Context: an optimization exercise on an open-source flow, tuned for small area. The choices shown serve that exercise and are no tape-out recipe. Only simulation tests tie the RTL to the original design; equivalence was not proved. The clock port is modelled as an ideal driver; clocking choices that lean on that would not hold on a real chip.

==> quartz: inputs <==
// layer_1
module layer_1(
  input clk,
  input reset,
  input in_valid,
  input [7:0] pxl_in,
  output [8:0] pool_out,
  output out_valid
);
  reg [7:0] pd;
  reg ivd;
  always @(posedge clk) begin
    pd <= pxl_in;
    ivd <= in_valid;
  end
  reg [1023:0] ch;
  always @(posedge clk)
    if (ivd) ch <= {ch[1015:0], pd};
  reg [4:0] row, col;
  always @(posedge clk or posedge reset)
    if (reset) begin
      row <= 5'd0; col <= 5'd0;
    end else if (in_valid) begin
      col <= col + 5'd1;
      if (col == 5'd31) row <= row + 5'd1;
    end
  reg v0, v1, vo;
  reg xo0, yo0, xo1, yo1;
  always @(posedge clk or posedge reset)
    if (reset) begin
      v0 <= 1'b0; v1 <= 1'b0; vo <= 1'b0;
    end else begin
      v0 <= in_valid && row >= 5'd4 && col >= 5'd4;
      v1 <= v0;
      vo <= v1 && xo1 && yo1;
    end
  always @(posedge clk) begin
    xo0 <= col[0]; yo0 <= row[0];
    xo1 <= xo0; yo1 <= yo0;
  end
  reg [14:0] a1;
  reg [16:0] a2, a3;
  reg [17:0] a4;
  reg [3:0] nzh;
  wire nz_col = (|ch[1023:1016]) | (|ch[767:760]) | (|ch[511:504]) | (|ch[255:248]) | (|pd[7:0]);
  wire nz = (|nzh) | (|ch[767:760]) | (|ch[511:504]) | (|ch[255:248]);
  wire n1 = ch[1016] ^ ch[760];
  wire n2 = ch[1016] & ch[760];
  wire n3s, n3c;
  fadd un3 (ch[1017], ch[761], n2, n3s, n3c);
  wire n4s, n4c;
  fadd un4 (ch[1018], ch[762], n3c, n4s, n4c);
  wire n5s, n5c;
  fadd un5 (ch[1019], ch[763], n4c, n5s, n5c);
  wire n6s, n6c;
  fadd un6 (ch[1020], ch[764], n5c, n6s, n6c);
  wire n7s, n7c;
  fadd un7 (ch[1021], ch[765], n6c, n7s, n7c);
  wire n8s, n8c;
  fadd un8 (ch[1022], ch[766], n7c, n8s, n8c);
  wire n9s, n9c;
  fadd un9 (ch[1023], ch[767], n8c, n9s, n9c);
  wire n10 = ch[504] ^ ch[248];
  wire n11 = ch[504] & ch[248];
  wire n12s, n12c;
  fadd un12 (ch[505], ch[249], pd[1], n12s, n12c);
  wire n13s, n13c;
  ...
Settings: LEC_CHECK=0, CAP_MARGIN=20, CORE_MARGIN=2, CORE_UTILIZATION=40, CTS_CLUSTER_DIAMETER=100, CTS_CLUSTER_SIZE=30, SLEW_MARGIN=20, SYNTH_HIERARCHICAL=1, SYNTH_MINIMUM_KEEP_SIZE=0; clock period 12.0 ns.
standard.sh (not shown) runs the stock make flow with config.mk's settings and CLKGATE_MAP_FILE= SYNTH_SCRIPT=/design/flow/synth_recipe.tcl, a recipe that flattens the netlist after the stock synthesis.
==> flow/flow/run.sh <==
#!/bin/bash
# The standard layout, with two changes: clock tree synthesis adds no dummy
# loads, and the port buffers are the smallest buffer.
set -euo pipefail
export CTS_ARGS="-sink_clustering_enable -repair_clock_nets -sink_clustering_size 33 -sink_clustering_max_diameter 100 -dont_use_dummy_load"
export BUFFER_PORTS_ARGS="-buffer_cell sky130_fd_sc_hd__buf_1"
bash ./standard.sh > standard.log 2>&1
==> inputs of lagoon, as changes to quartz <==
==> flow/flow/run.sh (replaced) <==
#!/bin/bash
# The standard layout, with two changes: clock tree synthesis adds no dummy
# loads, and the port buffers are the smallest buffer.
set -euo pipefail
export CTS_ARGS="-sink_clustering_enable -repair_clock_nets -sink_clustering_size 30 -sink_clustering_max_diameter 100 -dont_use_dummy_load"
export BUFFER_PORTS_ARGS="-buffer_cell sky130_fd_sc_hd__buf_1"
bash ./standard.sh > standard.log 2>&1
==> results.ini <==
[outcome]
outcome=timing/DRC/antenna clean

[global_routing]
grt_pass1_vias=16120
grt_usage_pct=10.19
grt_pass1_wl_um=93400

[detailed_routing]
wl_per_cell_um=17.33

[timing]
timing.fmax_ghz=0.08734
fin_crit_ps=11450
whs_ps=342.5
setup_slack_ps=551.0

[cells_and_area]
final_core_util_pct=43.09
buffer_area_share_pct=0.4659
area_growth_pct=7.057
final_cell_mix=edfxtp_1 (1215), fa_1 (308), inv_1 (60)

[cts]
clk_pin_slew_ps=120
clkLatencyLatePin_ps=660

[critical_path]
r2r_slack_ps=550

[end of results for quartz]
==> results.ini <==
[outcome]
outcome=timing/DRC/antenna clean

[cells_and_area]
final_cell_mix=edfxtp_1 (1215), fa_1 (308), inv_1 (60)
final_core_util_pct=43.13
area_growth_pct=7.168
buffer_area_share_pct=0.4654

[cts]
clkLatencyLatePin_ps=650
clk_pin_slew_ps=110

[global_routing]
grt_usage_pct=10.23
grt_pass1_vias=16060

[timing]
whs_ps=340.4
fin_crit_ps=11410

[end of results for lagoon]

port drivers added, routing unchanged:
Ports are ideal in the flow. The routed layouts listed here were re-timed in OpenROAD. Step 1, drivers: a clkbuf_16 drives clk and a buf_2 each remaining input, both assumed. Step 2 times the ports against the registers' clock, not the clock port: input delays grow and output delays shrink by t, the midpoint of the rising clock arrivals with the driver on. Three values: ideal, step 1, step 2; two values: the first two.
| run | shift t [ns] | slack for setup (ns) | clock arrival spread, ns | slew at the worst register clock pin (ns) |
|---|---|---|---|---|
| quartz | 0.683 | 0.551 / 0.551 / 0.551 | 0.080 / 0.081 | 0.12 / 0.12 |
| lagoon | 0.679 | 0.590 / 0.590 / 0.590 | 0.073 / 0.073 | 0.12 / 0.12 |
After both steps every run listed still meets setup and hold.
